Source: an optimization exercise on an open RTL-to-GDS flow (aim: small area and a short achievable clock period). Production flows keep margins and buffers that such runs may drop.
Function was checked by simulation only, so behaviour that the tests miss may differ from the original.
The clock port is modelled as an ideal driver, which makes a skipped or thinned clock tree look cheaper than it is; a real chip needs a root buffer or a tree.
Power is estimated from default activity; no workload was simulated.

== the previous run ==
## ADDER_TREE
module ADDER_TREE #(parameter DATA_IN_WIDTH = 8, DATA_OUT_WIDTH = 16)
  (clk, rst_n, ena, data_in1, data_in2, data_out, done, pipe);
  input clk, rst_n, ena;
  input [DATA_IN_WIDTH - 1:0] data_in1, data_in2;
  output [DATA_OUT_WIDTH:0] data_out;
  output done;
  output [6:0] pipe;
  reg        done;
  reg [6:0]  pipe;
  reg [7:0] a1, b1;
  always @(posedge clk)
    if (ena) begin
      a1 <= data_in1;
      b1 <= data_in2;
    end
  wire hs1 = (a1[2] & b1[0]) ^ (a1[1] & b1[1]);
  wire hc2 = (a1[2] & b1[0]) & (a1[1] & b1[1]);
  wire fs3 = (a1[3] & b1[0]) ^ (a1[2] & b1[1]) ^ (a1[1] & b1[2]);
  wire fc4 = ((a1[3] & b1[0]) & (a1[2] & b1[1])) | ((a1[3] & b1[0]) & (a1[1] & b1[2])) | ((a1[2] & b1[1]) & (a1[1] & b1[2]));
  wire fs5 = (a1[4] & b1[0]) ^ (a1[3] & b1[1]) ^ (a1[2] & b1[2]);
  wire fc6 = ((a1[4] & b1[0]) & (a1[3] & b1[1])) | ((a1[4] & b1[0]) & (a1[2] & b1[2])) | ((a1[3] & b1[1]) & (a1[2] & b1[2]));
  wire fs7 = (a1[5] & b1[0]) ^ (a1[4] & b1[1]) ^ (a1[3] & b1[2]);
  wire fc8 = ((a1[5] & b1[0]) & (a1[4] & b1[1])) | ((a1[5] & b1[0]) & (a1[3] & b1[2])) | ((a1[4] & b1[1]) & (a1[3] & b1[2]));
  wire fs9 = (a1[6] & b1[0]) ^ (a1[5] & b1[1]) ^ (a1[4] & b1[2]);
  wire fc10 = ((a1[6] & b1[0]) & (a1[5] & b1[1])) | ((a1[6] & b1[0]) & (a1[4] & b1[2])) | ((a1[5] & b1[1]) & (a1[4] & b1[2]));
  wire fs11 = (a1[7] & b1[0]) ^ (a1[6] & b1[1]) ^ (a1[5] & b1[2]);
  ...
Size in the first run: ~200 flip-flops, ~44 I/O pins, about 6000 sq um of cells after synthesis.
==> flow/config.mk <==
export PLATFORM = sky130hd
export DESIGN_NAME = ADDER_TREE
export DESIGN_NICKNAME = ADDER_TREE
export VERILOG_FILES = /design/flow/design.v
export SDC_FILE = /design/flow/constraint.sdc
export NUM_CORES = 4
export LEC_CHECK = 0
export CAP_MARGIN = 20
export CORE_MARGIN = 2
export CORE_UTILIZATION = 80
export SETUP_SLACK_MARGIN = 2.35
export SLEW_MARGIN = 20
==> flow/constraint.sdc <==
create_clock -name core_clock -period 4.0 [get_ports {clk}]
set_input_delay 0.8000 -clock core_clock [delete_from_list [all_inputs] [get_ports {clk}]]
set_output_delay 0.8000 -clock core_clock [all_outputs]
set_load 0.01 [all_outputs]
standard.sh (not shown) runs the stock make flow with config.mk's settings and CLKGATE_MAP_FILE= SYNTH_SCRIPT=/design/flow/synth_recipe.tcl, a recipe that flattens the netlist after the stock synthesis.
==> flow/flow/run.sh <==
#!/bin/bash
# The standard layout (standard.sh) with these changes to how it is made:
# - plain buffers on the ports instead of the delay cells buffer_ports picks
#   by default;
# - after clock tree synthesis, flow/clock_tree.tcl replaces the clock tree
#   with a balanced two-level tree: four root buffers fed by the clock port,
#   each driving the leaf buffers of one region; every register sees one root
#   and one leaf buffer.
set -euo pipefail
export BUFFER_PORTS_ARGS="-buffer_cell sky130_fd_sc_hd__buf_1"
export CTS_ARGS="-sink_clustering_enable -repair_clock_nets -dont_use_dummy_load -buf_list {sky130_fd_sc_hd__clkbuf_8}"
export POST_CTS_TCL="$PWD/flow/clock_tree.tcl"
export CLOCK_TREE_ROOTS=4
export CLOCK_TREE_LEAVES=12
export CLOCK_TREE_ROOT_CELL=sky130_fd_sc_hd__clkbuf_8
export CLOCK_TREE_LEAF_CELL=sky130_fd_sc_hd__clkbuf_8
bash standard.sh > standard_make.log 2>&1
Other scripts of this flow, unchanged in this note and not shown: flow/flow/clock_tree.tcl
## Diff of input files: the current run against the previous run
--- a/flow/design.v
+++ b/flow/design.v
@@ -140,13 +140,14 @@
   wire fs69 = fc54 ^ fs55 ^ (a3[5] & b3[6]);
   wire fc70 = (fc54 & fs55) | (fc54 & (a3[5] & b3[6])) | (fs55 & (a3[5] & b3[6]));
   wire fs71 = fc56 ^ ~(a3[7] & b3[5]) ^ (a3[6] & b3[6]);
   wire fc72 = (fc56 & ~(a3[7] & b3[5])) | (fc56 & (a3[6] & b3[6])) | (~(a3[7] & b3[5]) & (a3[6] & b3[6]));
   reg [22:0] t4;
   reg cy4;
-  reg [7:0] r4;
+  reg [7:0] a4;
+  reg [7:7] b4;
   always @(posedge clk) begin
     t4[0] <= t3[0];    
     t4[1] <= t3[1];    
     t4[2] <= t3[2];    
     t4[3] <= sum44[0];    
     t4[4] <= sum44[1];    
@@ -166,48 +167,42 @@
     t4[18] <= fs69;    
     t4[19] <= fc70;    
     t4[20] <= fs71;    
     t4[21] <= fc72;    
     t4[22] <= ~(a3[7] & b3[6]);    
     cy4 <= sum44[2];    
-    r4[0] <= (a3[0] & b3[7]);    
-    r4[1] <= (a3[1] & b3[7]);    
-    r4[2] <= (a3[2] & b3[7]);    
-    r4[3] <= (a3[3] & b3[7]);    
-    r4[4] <= (a3[4] & b3[7]);    
-    r4[5] <= (a3[5] & b3[7]);    
-    r4[6] <= (a3[6] & b3[7]);    
-    r4[7] <= ~(a3[7] & b3[7]);    
+    a4 <= a3;
+    b4 <= b3[7:7];
   end
   wire [2:0] sum73 = {1'b0, t4[7], t4[5]} + {1'b0, t4[8], t4[6]} + cy4;
   wire hs74 = t4[9] ^ t4[10];
   wire hc75 = t4[9] & t4[10];
-  wire fs76 = t4[11] ^ t4[12] ^ r4[1];
-  wire fc77 = (t4[11] & t4[12]) | (t4[11] & r4[1]) | (t4[12] & r4[1]);
-  wire fs78 = t4[13] ^ t4[14] ^ r4[2];
-  wire fc79 = (t4[13] & t4[14]) | (t4[13] & r4[2]) | (t4[14] & r4[2]);
-  wire fs80 = t4[15] ^ t4[16] ^ r4[3];
-  wire fc81 = (t4[15] & t4[16]) | (t4[15] & r4[3]) | (t4[16] & r4[3]);
-  wire fs82 = t4[17] ^ t4[18] ^ r4[4];
-  wire fc83 = (t4[17] & t4[18]) | (t4[17] & r4[4]) | (t4[18] & r4[4]);
-  wire fs84 = t4[19] ^ t4[20] ^ r4[5];
-  wire fc85 = (t4[19] & t4[20]) | (t4[19] & r4[5]) | (t4[20] & r4[5]);
-  wire fs86 = t4[21] ^ t4[22] ^ r4[6];
-  wire fc87 = (t4[21] & t4[22]) | (t4[21] & r4[6]) | (t4[22] & r4[6]);
+  wire fs76 = t4[11] ^ t4[12] ^ (a4[1] & b4[7]);
+  wire fc77 = (t4[11] & t4[12]) | (t4[11] & (a4[1] & b4[7])) | (t4[12] & (a4[1] & b4[7]));
+  wire fs78 = t4[13] ^ t4[14] ^ (a4[2] & b4[7]);
+  wire fc79 = (t4[13] & t4[14]) | (t4[13] & (a4[2] & b4[7])) | (t4[14] & (a4[2] & b4[7]));
+  wire fs80 = t4[15] ^ t4[16] ^ (a4[3] & b4[7]);
+  wire fc81 = (t4[15] & t4[16]) | (t4[15] & (a4[3] & b4[7])) | (t4[16] & (a4[3] & b4[7]));
+  wire fs82 = t4[17] ^ t4[18] ^ (a4[4] & b4[7]);
+  wire fc83 = (t4[17] & t4[18]) | (t4[17] & (a4[4] & b4[7])) | (t4[18] & (a4[4] & b4[7]));
+  wire fs84 = t4[19] ^ t4[20] ^ (a4[5] & b4[7]);
+  wire fc85 = (t4[19] & t4[20]) | (t4[19] & (a4[5] & b4[7])) | (t4[20] & (a4[5] & b4[7]));
+  wire fs86 = t4[21] ^ t4[22] ^ (a4[6] & b4[7]);
+  wire fc87 = (t4[21] & t4[22]) | (t4[21] & (a4[6] & b4[7])) | (t4[22] & (a4[6] & b4[7]));
   reg [22:0] t5;
   reg cy5;
   always @(posedge clk) begin
     t5[0] <= t4[0];    
     t5[1] <= t4[1];    
     t5[2] <= t4[2];    
     t5[3] <= t4[3];    
     t5[4] <= t4[4];    
     t5[5] <= sum73[0];    
     t5[6] <= sum73[1];    
     t5[7] <= hs74;    
-    t5[8] <= r4[0];    
+    t5[8] <= (a4[0] & b4[7]);    
     t5[9] <= hc75;    
     t5[10] <= fs76;    
     t5[11] <= fc77;    
     t5[12] <= fs78;    
     t5[13] <= fc79;    
     t5[14] <= fs80;    
@@ -215,13 +210,13 @@
     t5[16] <= fs82;    
     t5[17] <= fc83;    
     t5[18] <= fs84;    
     t5[19] <= fc85;    
     t5[20] <= fs86;    
     t5[21] <= fc87;    
-    t5[22] <= r4[7];    
+    t5[22] <= ~(a4[7] & b4[7]);    
     cy5 <= sum73[2];    
   end
   wire [5:0] sum88 = {1'b0, t5[15], t5[13], t5[11], t5[9], t5[7]} + {1'b0, t5[16], t5[14], t5[12], t5[10], t5[8]} + cy5;
   reg [17:0] t6;
   reg cy6;
   always @(posedge clk) begin
[summary]
From the previous run to the current run the numbers moved as follows: worst setup margin +0.013 ns; final critical path time including I/O delays and setup fell 0.013 ns; clock power went up 2.9%; power per unit of standard cell area shows an increase of about 3%; total wirelength of the detailed-routed design went up about 24%.
Compare the current run and the previous run | relative slew slack lower: the previous run
The run showing the smaller placeable core area is the previous run.
Looking at number of standard cells after synthesis across the current run and the previous run, the one that comes out lower is the previous run.
For the delay of the slowest cell on the worst path, the current run came in 0.13 ns lower than the previous run did.
[compare] base=the previous run new=the current run: share of final-layout standard cells stronger than drive strength 1 climbed 0.18 points; sequential share of layout area dropped 0.67 points; global-route usage climbed 4.3 points; final cell count climbed about 5%.
Of the current run and the previous run, the lower synthesized area belongs to the previous run.

-- re-timing with driven ports --
The results above use ideal ports. As a check the final layouts listed here were re-extracted and re-timed, cells and wires unchanged.
Step 1 (the two cells are an assumption about what drives the block):
set clk [get_ports {clk}]
set_driving_cell -lib_cell sky130_fd_sc_hd__clkbuf_16 $clk
set_driving_cell -lib_cell sky130_fd_sc_hd__buf_2 [delete_from_list [all_inputs] $clk]
Step 2 also shifts input and output timing later by t, the mid clock arrival at the registers, as if the neighbouring blocks saw the same clock.
a / b / c = ideal ports / drivers / drivers and shift; a / b = the first two.
run | shift t [ns] | setup slack, ns | slew at the worst register clock pin (ns)
the previous run | 0.352 | 2.357 / 2.305 / 2.184 | 0.10 / 0.10
the current run | 0.353 | 2.369 / 2.305 / 2.192 | 0.10 / 0.10
After both steps setup and hold are still met in every run listed. For the current run, which loses most, drivers alone change the setup slack by -0.064 ns; drivers and shift together by -0.177 ns.
